Source: an optimization exercise on an open RTL-to-GDS flow (aim: small area and a short achievable clock period). Production flows keep margins and buffers that such runs may drop. The RTL of this run was laid out without a check of its function. Power and IR drop assume default switching activity.

==> flow/config.mk <==
export PLATFORM = sky130hd
export DESIGN_NAME = mod
export DESIGN_NICKNAME = mod
export VERILOG_FILES = /design/flow/design.v
export SDC_FILE = /design/flow/constraint.sdc
export NUM_CORES = 4
export LEC_CHECK = 0
export ABC_AREA = 1
export CAP_MARGIN = 20
export CORE_MARGIN = 2
export CORE_UTILIZATION = 40
export SETUP_SLACK_MARGIN = 3.1
export SLEW_MARGIN = 20
==> flow/constraint.sdc <==
create_clock -name core_clock -period 5.2 [get_ports {clk}]
set_input_delay 1.0400 -clock core_clock [delete_from_list [all_inputs] [get_ports {clk}]]
set_output_delay 1.0400 -clock core_clock [all_outputs]
set_load 0.01 [all_outputs]
==> flow/design.v <==
`timescale 1ns / 1ps
module mod (
    input logic clk,
    input logic reset,
    input logic [15:0] samp,
    output logic pull,
    output logic pdata
);
    localparam logic [39:0] TH = 40'h00014CCCCC;
    logic [7:0]  cnt;
    logic [15:0] sv;
    logic [39:2] xb;
    logic [39:8] pb;
    logic [1:0] q;
    logic [3:1] cx, cx_n;
    logic [3:1] cp, cp_n;
    logic        q_out;     
    logic        pull_r;    
    wire [11:0] d0_0 = xb[13:2];
    wire o0 = 1'b0;
    wire [11:0] d1_0 = xb[25:14];
    wire a1_1 = &xb[25:14];
    wire a2_1 = &xb[25:15];
    wire g1 = a1_1 & cx[1];
    wire p1 = (a1_1 & !cx[1]) | (a2_1 & !xb[14] & cx[1]);
    wire o1 = g1 | (p1 & o0);
    wire [6:0] d2_0 = xb[32:26];
    wire a1_2 = &xb[32:26];
    wire a2_2 = &xb[32:27];
    wire g2 = a1_2 & cx[2];
    wire p2 = (a1_2 & !cx[2]) | (a2_2 & !xb[26] & cx[2]);
    wire o2 = g2 | (p2 & o1);
    wire [6:0] d3_0 = xb[39:33];
    wire s393_0 = (xb[39:33] >= 7'd64);
    wire s393_1 = ((xb[39:33] >= 7'd63) && (xb[39:33] <= 7'd126));
    wire s393_2 = ((xb[39:33] >= 7'd62) && (xb[39:33] <= 7'd125));
    wire y39 = (o2 ? (cx[3] ? s393_2 : s393_1) : (cx[3] ? s393_1 : s393_0));
    wire yz1_0 = (xb[25:14] <= 12'd2047);
    wire yz1_1 = (xb[25:14] <= 12'd2046) || (xb[25:14] == 12'd4095);
    wire yz1_2 = (xb[25:14] <= 12'd2045) || (xb[25:14] >= 12'd4094);
    wire yz2_0 = (xb[32:26] == 7'd0);
    wire yz2_1 = (xb[32:26] == 7'd127);
    wire yz2_2 = (xb[32:26] == 7'd126);
    wire yz3_0 = (xb[39:33] == 7'd0) || (xb[39:33] == 7'd64);
    wire yz3_1 = (xb[39:33] == 7'd63) || (xb[39:33] == 7'd127);
    wire yz3_2 = (xb[39:33] == 7'd62) || (xb[39:33] == 7'd126);
    wire yz = (o0 ? (cx[1] ? yz1_2 : yz1_1) : (cx[1] ? yz1_1 : yz1_0)) & (o1 ? (cx[2] ? yz2_2 : yz2_1) : (cx[2] ? yz2_1 : yz2_0)) & (o2 ? (cx[3] ? yz3_2 : yz3_1) : (cx[3] ? yz3_1 : yz3_0));
    wire ya1_0 = (xb[25:14] >= 12'd2048);
    wire ya1_1 = ((xb[25:14] >= 12'd2047) && (xb[25:14] <= 12'd4094));
    wire ya1_2 = ((xb[25:14] >= 12'd2046) && (xb[25:14] <= 12'd4093));
    wire ya2_0 = (xb[32:26] == 7'd127);
    wire ya2_1 = (xb[32:26] == 7'd126);
    wire ya2_2 = (xb[32:26] == 7'd125);
    wire ya3_0 = (xb[39:33] == 7'd63) || (xb[39:33] == 7'd127);
    wire ya3_1 = (xb[39:33] == 7'd62) || (xb[39:33] == 7'd126);
    wire ya3_2 = (xb[39:33] == 7'd61) || (xb[39:33] == 7'd125);
    wire ya = (o0 ? (cx[1] ? ya1_2 : ya1_1) : (cx[1] ? ya1_1 : ya1_0)) & (o1 ? (cx[2] ? ya2_2 : ya2_1) : (cx[2] ? ya2_1 : ya2_0)) & (o2 ? (cx[3] ? ya3_2 : ya3_1) : (cx[3] ? ya3_1 : ya3_0));
    wire ge1a0_0 = (xb[13:2] >= 12'd819);
    wire ge1s1_0 = ((xb[25:14] >= 12'd1332) && (xb[25:14] <= 12'd2047)) || (xb[25:14] >= 12'd3380);
    wire ge1e1_0 = (xb[25:14] == 12'd1331) || (xb[25:14] == 12'd3379);
    wire ge1s1_1 = ((xb[25:14] >= 12'd1331) && (xb[25:14] <= 12'd2046)) || ((xb[25:14] >= 12'd3379) && (xb[25:14] <= 12'd4094));
    wire ge1e1_1 = (xb[25:14] == 12'd1330) || (xb[25:14] == 12'd3378);
    wire ge1s1_2 = ((xb[25:14] >= 12'd1330) && (xb[25:14] <= 12'd2045)) || ((xb[25:14] >= 12'd3378) && (xb[25:14] <= 12'd4093));
    wire ge1e1_2 = (xb[25:14] == 12'd1329) || (xb[25:14] == 12'd3377);
    wire ge1 = ((o0 ? (cx[1] ? ge1s1_2 : ge1s1_1) : (cx[1] ? ge1s1_1 : ge1s1_0)) | ((o0 ? (cx[1] ? ge1e1_2 : ge1e1_1) : (cx[1] ? ge1e1_1 : ge1e1_0)) & ge1a0_0));
    wire le2a0_0 = (xb[13:2] <= 12'd3276);
    wire le2s1_0 = (xb[25:14] <= 12'd715) || ((xb[25:14] >= 12'd2048) && (xb[25:14] <= 12'd2763));
    wire le2e1_0 = (xb[25:14] == 12'd716) || (xb[25:14] == 12'd2764);
    wire le2s1_1 = (xb[25:14] <= 12'd714) || ((xb[25:14] >= 12'd2047) && (xb[25:14] <= 12'd2762)) || (xb[25:14] == 12'd4095);
    wire le2e1_1 = (xb[25:14] == 12'd715) || (xb[25:14] == 12'd2763);
    wire le2s1_2 = (xb[25:14] <= 12'd713) || ((xb[25:14] >= 12'd2046) && (xb[25:14] <= 12'd2761)) || (xb[25:14] >= 12'd4094);
    wire le2e1_2 = (xb[25:14] == 12'd714) || (xb[25:14] == 12'd2762);
    wire le2 = ((o0 ? (cx[1] ? le2s1_2 : le2s1_1) : (cx[1] ? le2s1_1 : le2s1_0)) | ((o0 ? (cx[1] ? le2e1_2 : le2e1_1) : (cx[1] ? le2e1_1 : le2e1_0)) & le2a0_0));
    wire c0 = !y39 & (!yz | ge1);
    wire c1 = !y39 & (!ya | le2);
    wire s1 = xb[10] ^ pb[10] ^ q[0];
    wire c2 = (xb[10] & pb[10]) | (xb[10] & q[0]) | (pb[10] & q[0]);
    wire s3 = xb[11] ^ pb[11] ^ q[0];
    wire c4 = (xb[11] & pb[11]) | (xb[11] & q[0]) | (pb[11] & q[0]);
    wire s5 = xb[12] ^ pb[12];
    wire c6 = xb[12] & pb[12];
    wire s7 = xb[13] ^ pb[13] ^ cp[1];
    wire c8 = (xb[13] & pb[13]) | (xb[13] & cp[1]) | (pb[13] & cp[1]);
    wire s9 = xb[14] ^ pb[14] ^ q[0];
    wire c10 = (xb[14] & pb[14]) | (xb[14] & q[0]) | (pb[14] & q[0]);
    wire s11 = xb[15] ^ pb[15] ^ q[0];
    wire c12 = (xb[15] & pb[15]) | (xb[15] & q[0]) | (pb[15] & q[0]);
    wire s13 = xb[16] ^ pb[16];
    wire c14 = xb[16] & pb[16];
    wire s15 = xb[17] ^ pb[17] ^ cp[2];
    wire c16 = (xb[17] & pb[17]) | (xb[17] & cp[2]) | (pb[17] & cp[2]);
    wire s17 = xb[18] ^ pb[18] ^ q[0];
    wire c18 = (xb[18] & pb[18]) | (xb[18] & q[0]) | (pb[18] & q[0]);
    wire s19 = xb[19] ^ pb[19] ^ q[0];
    wire c20 = (xb[19] & pb[19]) | (xb[19] & q[0]) | (pb[19] & q[0]);
    wire s21 = xb[20] ^ pb[20];
    wire c22 = xb[20] & pb[20];
    wire s23 = xb[21] ^ pb[21];
    wire c24 = xb[21] & pb[21];
    wire s25 = xb[22] ^ pb[22] ^ q[0];
    wire c26 = (xb[22] & pb[22]) | (xb[22] & q[0]) | (pb[22] & q[0]);
    wire s27 = xb[23] ^ pb[23];
    wire c28 = xb[23] & pb[23];
    wire s29 = xb[24] ^ pb[24] ^ cp[3];
    wire c30 = (xb[24] & pb[24]) | (xb[24] & cp[3]) | (pb[24] & cp[3]);
    wire s31 = xb[25] ^ pb[25] ^ q[0];
    wire c32 = (xb[25] & pb[25]) | (xb[25] & q[0]) | (pb[25] & q[0]);
    wire s33 = xb[26] ^ pb[26];
    wire c34 = xb[26] & pb[26];
    wire s35 = xb[27] ^ pb[27];
    wire c36 = xb[27] & pb[27];
    wire s37 = xb[28] ^ pb[28];
    wire c38 = xb[28] & pb[28];
    wire s39 = xb[29] ^ pb[29];
    wire c40 = xb[29] & pb[29];
    wire s41 = xb[30] ^ pb[30];
    wire c42 = xb[30] & pb[30];
    wire s43 = xb[31] ^ pb[31];
    wire c44 = xb[31] & pb[31];
    wire s45 = xb[32] ^ pb[32];
    wire c46 = xb[32] & pb[32];
    wire s47 = xb[33] ^ pb[33];
    wire c48 = xb[33] & pb[33];
    wire s49 = xb[34] ^ pb[34];
    wire c50 = xb[34] & pb[34];
    wire s51 = xb[35] ^ pb[35];
    wire c52 = xb[35] & pb[35];
    wire s53 = xb[36] ^ pb[36];
    wire c54 = xb[36] & pb[36];
    wire s55 = xb[37] ^ pb[37];
    wire c56 = xb[37] & pb[37];
    wire s57 = xb[38] ^ pb[38];
    wire c58 = xb[38] & pb[38];
    wire s59 = xb[39] ^ pb[39];
    wire c60 = xb[39] & pb[39];
    wire [12:0] xs61 = {1'b0, s7, s5, s3, s1, xb[9], xb[8], xb[7], xb[6], xb[5], xb[4], xb[3], xb[2]} + {1'b0, c6, c4, c2, 1'b0, pb[9], pb[8], q[0], q[0], 1'b0, 1'b0, q[0], q[0]} + 13'(1'b0);
    assign cx_n[1] = xs61[12];
    wire [12:0] xs62 = {1'b0, s31, s29, s27, s25, s23, s21, s19, s17, s15, s13, s11, s9} + {1'b0, c30, c28, c26, c24, c22, c20, c18, c16, c14, c12, c10, c8} + 13'(cx[1]);
    assign cx_n[2] = xs62[12];
    wire s63 = s33 ^ c32 ^ cx[2];
    wire c64 = (s33 & c32) | (s33 & cx[2]) | (c32 & cx[2]);
    wire s65 = s35 ^ c34 ^ c64;
    wire c66 = (s35 & c34) | (s35 & c64) | (c34 & c64);
    wire s67 = s37 ^ c36 ^ c66;
    wire c68 = (s37 & c36) | (s37 & c66) | (c36 & c66);
    wire s69 = s39 ^ c38 ^ c68;
    wire c70 = (s39 & c38) | (s39 & c68) | (c38 & c68);
    wire s71 = s41 ^ c40 ^ c70;
    wire c72 = (s41 & c40) | (s41 & c70) | (c40 & c70);
    wire s73 = s43 ^ c42 ^ c72;
    wire c74 = (s43 & c42) | (s43 & c72) | (c42 & c72);
    wire s75 = s45 ^ c44 ^ c74;
    wire c76 = (s45 & c44) | (s45 & c74) | (c44 & c74);
    assign cx_n[3] = c76;
    wire [7:0] xs77 = {1'b0, s59, s57, s55, s53, s51, s49, s47} + {1'b0, c58, c56, c54, c52, c50, c48, c46} + 8'(cx[3]);
    wire [5:0] ps78 = {1'b0, pb[12], pb[11], pb[10], pb[9], pb[8]} + {1'b0, ~sv[4], ~sv[3], ~sv[2], ~sv[1], ~sv[0]} + 6'(1'b1);
    assign cp_n[1] = ps78[5];
    wire [4:0] ps79 = {1'b0, pb[16], pb[15], pb[14], pb[13]} + {1'b0, ~sv[8], ~sv[7], ~sv[6], ~sv[5]} + 5'(cp[1]);
    assign cp_n[2] = ps79[4];
    wire [7:0] ps80 = {1'b0, pb[23], pb[22], pb[21], pb[20], pb[19], pb[18], pb[17]} + {1'b0, ~sv[15], ~sv[14], ~sv[13], ~sv[12], ~sv[11], ~sv[10], ~sv[9]} + 8'(cp[2]);
    assign cp_n[3] = ps80[7];
    wire inc81 = cp[3] & !(~q[1]);
    wire dec82 = (~q[1]) & !cp[3];
    wire t83 = inc81 | dec82;
    wire s84 = pb[24] ^ t83;
    wire t85 = (inc81 & pb[24]) | (dec82 & !(pb[24]));
    wire s86 = pb[25] ^ t85;
    wire t87 = (inc81 & pb[24] & pb[25]) | (dec82 & !(pb[24] | pb[25]));
    wire s88 = pb[26] ^ t87;
    wire t89 = (inc81 & pb[24] & pb[25] & pb[26]) | (dec82 & !(pb[24] | pb[25] | pb[26]));
    wire s90 = pb[27] ^ t89;
    wire t91 = (inc81 & pb[24] & pb[25] & pb[26] & pb[27]) | (dec82 & !(pb[24] | pb[25] | pb[26] | pb[27]));
    wire s92 = pb[28] ^ t91;
    wire t93 = (inc81 & pb[24] & pb[25] & pb[26] & pb[27] & pb[28]) | (dec82 & !(pb[24] | pb[25] | pb[26] | pb[27] | pb[28]));
    wire s94 = pb[29] ^ t93;
    wire t95 = (inc81 & pb[24] & pb[25] & pb[26] & pb[27] & pb[28] & pb[29]) | (dec82 & !(pb[24] | pb[25] | pb[26] | pb[27] | pb[28] | pb[29]));
    wire s96 = pb[30] ^ t95;
    wire t97 = (inc81 & pb[24] & pb[25] & pb[26] & pb[27] & pb[28] & pb[29] & pb[30]) | (dec82 & !(pb[24] | pb[25] | pb[26] | pb[27] | pb[28] | pb[29] | pb[30]));
    wire s98 = pb[31] ^ t97;
    wire t99 = (inc81 & pb[24] & pb[25] & pb[26] & pb[27] & pb[28] & pb[29] & pb[30] & pb[31]) | (dec82 & !(pb[24] | pb[25] | pb[26] | pb[27] | pb[28] | pb[29] | pb[30] | pb[31]));
    wire s100 = pb[32] ^ t99;
    wire t101 = (inc81 & pb[24] & pb[25] & pb[26] & pb[27] & pb[28] & pb[29] & pb[30] & pb[31] & pb[32]) | (dec82 & !(pb[24] | pb[25] | pb[26] | pb[27] | pb[28] | pb[29] | pb[30] | pb[31] | pb[32]));
    wire s102 = pb[33] ^ t101;
    wire t103 = (inc81 & pb[24] & pb[25] & pb[26] & pb[27] & pb[28] & pb[29] & pb[30] & pb[31] & pb[32] & pb[33]) | (dec82 & !(pb[24] | pb[25] | pb[26] | pb[27] | pb[28] | pb[29] | pb[30] | pb[31] | pb[32] | pb[33]));
    wire s104 = pb[34] ^ t103;
    wire t105 = (inc81 & pb[24] & pb[25] & pb[26] & pb[27] & pb[28] & pb[29] & pb[30] & pb[31] & pb[32] & pb[33] & pb[34]) | (dec82 & !(pb[24] | pb[25] | pb[26] | pb[27] | pb[28] | pb[29] | pb[30] | pb[31] | pb[32] | pb[33] | pb[34]));
    wire s106 = pb[35] ^ t105;
    wire t107 = (inc81 & pb[24] & pb[25] & pb[26] & pb[27] & pb[28] & pb[29] & pb[30] & pb[31] & pb[32] & pb[33] & pb[34] & pb[35]) | (dec82 & !(pb[24] | pb[25] | pb[26] | pb[27] | pb[28] | pb[29] | pb[30] | pb[31] | pb[32] | pb[33] | pb[34] | pb[35]));
    wire s108 = pb[36] ^ t107;
    wire t109 = (inc81 & pb[24] & pb[25] & pb[26] & pb[27] & pb[28] & pb[29] & pb[30] & pb[31] & pb[32] & pb[33] & pb[34] & pb[35] & pb[36]) | (dec82 & !(pb[24] | pb[25] | pb[26] | pb[27] | pb[28] | pb[29] | pb[30] | pb[31] | pb[32] | pb[33] | pb[34] | pb[35] | pb[36]));
    wire s110 = pb[37] ^ t109;
    wire t111 = (inc81 & pb[24] & pb[25] & pb[26] & pb[27] & pb[28] & pb[29] & pb[30] & pb[31] & pb[32] & pb[33] & pb[34] & pb[35] & pb[36] & pb[37]) | (dec82 & !(pb[24] | pb[25] | pb[26] | pb[27] | pb[28] | pb[29] | pb[30] | pb[31] | pb[32] | pb[33] | pb[34] | pb[35] | pb[36] | pb[37]));
    wire s112 = pb[38] ^ t111;
    wire t113 = (inc81 & pb[24] & pb[25] & pb[26] & pb[27] & pb[28] & pb[29] & pb[30] & pb[31] & pb[32] & pb[33] & pb[34] & pb[35] & pb[36] & pb[37] & pb[38]) | (dec82 & !(pb[24] | pb[25] | pb[26] | pb[27] | pb[28] | pb[29] | pb[30] | pb[31] | pb[32] | pb[33] | pb[34] | pb[35] | pb[36] | pb[37] | pb[38]));
    wire s114 = pb[39] ^ t113;
    wire [39:2] xb_n = {xs77[6], xs77[5], xs77[4], xs77[3], xs77[2], xs77[1], xs77[0], s75, s73, s71, s69, s67, s65, s63, xs62[11], xs62[10], xs62[9], xs62[8], xs62[7], xs62[6], xs62[5], xs62[4], xs62[3], xs62[2], xs62[1], xs62[0], xs61[11], xs61[10], xs61[9], xs61[8], xs61[7], xs61[6], xs61[5], xs61[4], xs61[3], xs61[2], xs61[1], xs61[0]};
    wire [39:8] pb_n = {s114, s112, s110, s108, s106, s104, s102, s100, s98, s96, s94, s92, s90, s88, s86, s84, ps80[6], ps80[5], ps80[4], ps80[3], ps80[2], ps80[1], ps80[0], ps79[3], ps79[2], ps79[1], ps79[0], ps78[4], ps78[3], ps78[2], ps78[1], ps78[0]};
    always_ff @(posedge clk or posedge reset) begin
        if (reset) begin
            cnt <= 8'hFF;
            pull_r <= 1'b1;
            sv  <= '0;
            xb  <= 38'h2000533332;
            pb  <= '0;
            q   <= '0;
            q_out <= 1'b0;
            cx  <= '0;
            cp  <= '0;
        end else begin
            cnt <= cnt + 8'd1;
            pull_r <= (cnt == 8'hFE);
            if (cnt == 8'hFF) sv <= samp;
            xb  <= xb_n;
            pb  <= pb_n;
            cx  <= cx_n;
            cp  <= cp_n;
            q[0] <= q[0] ? c1 : c0;
            q[1] <= q[1] ? c1 : c0;
            q_out <= q_out ? c1 : c0;
        end
    end
    assign pull  = pull_r;
    assign pdata = q_out;
endmodule
==> flow/flow/run.sh <==
#!/bin/bash
# The standard layout (the standard.sh), but without Yosys's full-adder
# extraction (ADDER_MAP_FILE empty): ABC then maps the adders itself, into
# faster gates than the fixed sky130 fa/ha cells. Registers are unchanged.
# The port buffers are the smallest buffer cell (buffer_ports -buffer_cell).
set -euo pipefail
bash standard.sh ADDER_MAP_FILE= 'BUFFER_PORTS_ARGS=-buffer_cell sky130_fd_sc_hd__buf_1'  finish > standard_flow.log 2>&1
==> flow/standard.sh <==
#!/bin/bash
# synth_recipe.tcl (not shown) runs the flow's synth.tcl, then flattens the netlist and writes it again
# the make line also repeats each setting of config.mk as NAME=value (left out here)
make -C /OpenROAD-flow-scripts/flow DESIGN_CONFIG=/design/flow/config.mk WORK_HOME=/design/flow/orfs CLKGATE_MAP_FILE= SYNTH_SCRIPT=/design/flow/synth_recipe.tcl "${@:-finish}"
==> qor.yml <==
clock_tree:
  root_buffer: "clkbuf_16"
  cts_sinks: 104
  holdBufCountCts: 0
  clock_latency_ps: 360
  cts_buffers: 9
  clk_path_buf_depth: 2
  clkTransAtPathRegs_ps: 80
  cts_tree: "built"
  htreeDepth: 3
power_and_ir_drop:
  switching_share_pct: 24.3
  p_seq_share_pct: 52.9
  power_frac_clock_pct: 45.7
  p_switching_uw: 372
  p_per_area_nw_per_um2: 205
  ir_drop_mv: 0.156
  intPower_uw: 1160
  combPwrFrac_pct: 1.4
  power.leakage_uw: 0.00372
global_route:
  antenna_found_initial: 0
  grt_pass1_wl_um: 24200
  grt_overflow: 0
  grt_max_degree: 49
  gr-usage-all-layers_pct: 16.4
  grt_pass1_vias: 5411
placement:
  placed_area_um2: 7060
  io_buffers: 19
  routabilityCongestion: 0.860
  place_inst: 1172
  hpwl_um: 10100
logic_synthesis:
  synth_common_cells: "nand2_1 (295), inv_1 (112), nor2_1 (96)"
  synth_fp_nets: 957
  syn_area_um2: 6740
  synth_top_area_share_pct: 30.8
  avgSynthCellArea_um2: 7.18
  synth.top_cells.by_area: "dfrtp_1 (31%), nand2_1 (16%), dfstp_2 (8.2%)"
  ys_types: 45
  synth_edf_count: 0
  synth_cells: 939
  yosysSeqAreaShare_pct: 39.0
  synthFlopType: "dfrtp_1"
  ys.warnings.count: 1
  async_flop_share_pct: 100
  synth_seq_cells: 104
  synth_most_common_cell: "nand2_1"
  synth_top_area_cell: "dfrtp_1"
floorplanning:
  fp-row-count: 47
  fp.dieH_um: 134
  die_w_um: 134
  ios: 20
  coreArea_um2: 16500
  start_util_pct: 40.8
  die_area_um2: 17900
sta:
  period_share_pct: 39.8
  rsz0062_at_grt: "true"
  tns_ps: 0
  tightestPinTransition_ps: 682
  relSlewSlack_pct: 54.4
  fmax_mhz: 483
  fin_skew_ps: 11.5
  finalHoldViolCount: 0
  slew_viol_final: 0
  setup_viol: 0
  min_period_ps: 2070
cells_and_area:
  drive_above_1_share_pct: 13.0
  syn_to_final_growth_pct: 10.7
  post-route-util_pct: 45.2
  final_cell_count_no_fill: 1192
  diodes: 0
  finalNetCount: 985
  design_area_um2: 7470
  fillCellCount: 1663
worst_setup_path:
  reg2reg_to: "xb[23]"
  crit_required_ps: 4160
  crit_buf_inv: 1
  critPathLaunchType: "flip-flop"
  worstPathArrival_ps: 1030
  path_cells: "buf_1"
  rrSetupSlack_ps: 3250
  rr_worst_depth: 13
  endpoint_kind: "output pin"
  path_delay_family: "flip-flops"
  crit_fanout: 1
  path_class: "reg -> out"
  reg2reg_from: "xb[14]"
  cp_slowest_cell: "dfstp_2"
  critPathMaxStageDelay_ps: 530
detailed_routing:
  drt-pass1-iter-count: 5
  drc: 0
  ant_nets: 0
  viasPerCell: 4.70
  drt_wl_total_um: 13400
  drt_iter0_drc: 371
  wire_per_inst_um: 11.3
  vias: 5602
flow_run:
  cap_viol_max_count: 0
worst_hold_path:
  hold_depth: 1
  min_from: "cnt[0]"
  hold_class: "reg -> reg"
  hold_end: "cnt[0]"
run_status:
  status: "finished clean"
[cells by family (layout without fill, tap and decap cells)]
| family | after synthesis | count (layout) | share of synthesized area (%) |
|---|---|---|---|
| buffers and inverters | 128 | 161 | 7.59 |
| and+or+nand+nor | 525 | 525 | 34.1 |
| DFF | 104 | 104 | 39.0 |
| xor gates and xnor gates | 77 | 77 | 10.0 |
| adders and majority gates | 1 | 1 | 0.148 |
| AOI/OAI and AO/OA | 104 | 104 | 9.20 |
[layer usage]
layer | up-vias | part of all wire, % | global-route usage, % | wire length (µm)
li1 | 3035 | - | - | -
met1 | 2487 | 49 | 21.3 | 6600
met2 | 64 | 46 | 27.9 | 6240
met3 | 16 | 2.8 | 2.80 | 380
met4 | 0 | 1.6 | 5.32 | 220
met5 | - | 0 | 0 | 0
[worst max-delay path by stage]
| stage | from | slack, ps | to | cells past startpoint |
|---|---|---|---|---|
| 2_1_floorplan | reset | 2930 | cp[1] | 1 |
| 3_3_place_gp | q[0] | 2880 | xb[23] | 14 |
| 3_5_place_dp | q[0] | 2880 | xb[23] | 14 |
| 4_1_cts | pull_r | 3110 | pull | 1 |
| 5_1_grt | xb[18] | 3100 | xb[22] | 13 |
| 6_report | pull_r | 3130 | pull | 1 |
[per-stage QoR]
step	setup WS [ps]	power, µW	hold WS (ps)
global placement	2880	848	465
finish	3130	1530	487
floorplan	2930	836	454
detailed placement	2880	847	468
CTS	3110	1560	487
global route	3100	1590	508
[sequential cells by signal, indices dropped and copies added (netlist names)]
signal	flops
cnt	8
cp	3
cx	3
pb	32
pull_r	1
q	2
q_out	1
sv	16
xb	38
[power groups by stage]
stage / registers (µW) / clock network [µW] / logic, µW
finish: 809 / 699 / 21.1
global route: 809 / 753 / 26.1
CTS: 809 / 723 / 23.4
detailed placement: 824 / 0 / 23.2
global placement: 824 / 0 / 23.5
floorplan: 824 / 0 / 11.8
[layout by cell type, fill, tap and decap left out, drive strengths merged, types with 21 or more instances in the layout]
cell and instances:
dfstp 21, nand2 305, buf 27, inv 120
xor2 60, a21oi 27, o21ai 49, nand4 21
nor2 106, dfrtp 83, nand3 56
[what timing repair did]
item / 4_1_cts / 5_1_grt
cloned: 0 / 0
pin swaps: 0 / 8
setup endpoints to repair: 19 / 19
gates resized for setup: 2 / 27
buffers inserted: 0 / 4
[cell type report]
cell class	count	area [µm²]	share of cell area [%]
clock buffers	9	225	3.02
inverters	118	454	6.08
repair buffers	27	131	1.76
well taps	220	275	3.69
clock inverters	7	81.3	1.09
flip-flops and latches	104	2640	35.3
multi-input cells	707	3660	49.1

re-timing with driven ports:
The results above use ideal ports. As a check the final layout listed here was re-extracted and re-timed, cells and wires unchanged. Step 1, drivers: a clkbuf_16 drives clk and a buf_2 each remaining input, both assumed. Step 2 moves the port delays by t, midway between the first and last clock arrival at a register: inputs arrive t later, outputs are due t later. That takes back most of the time a late clock gives input paths. Slacks: ideal ports / drivers / drivers and shift; pairs: ideal ports / drivers.
t (ns): 0.400
setup WS [ns]: 3.129 / 3.085 / 3.065
cell pins on the clock port's net: 1
After both steps this run still meets setup and hold. The setup slack of this run moves by -0.044 ns with the drivers and by -0.064 ns with both steps. Setup slack includes reset recovery checks.
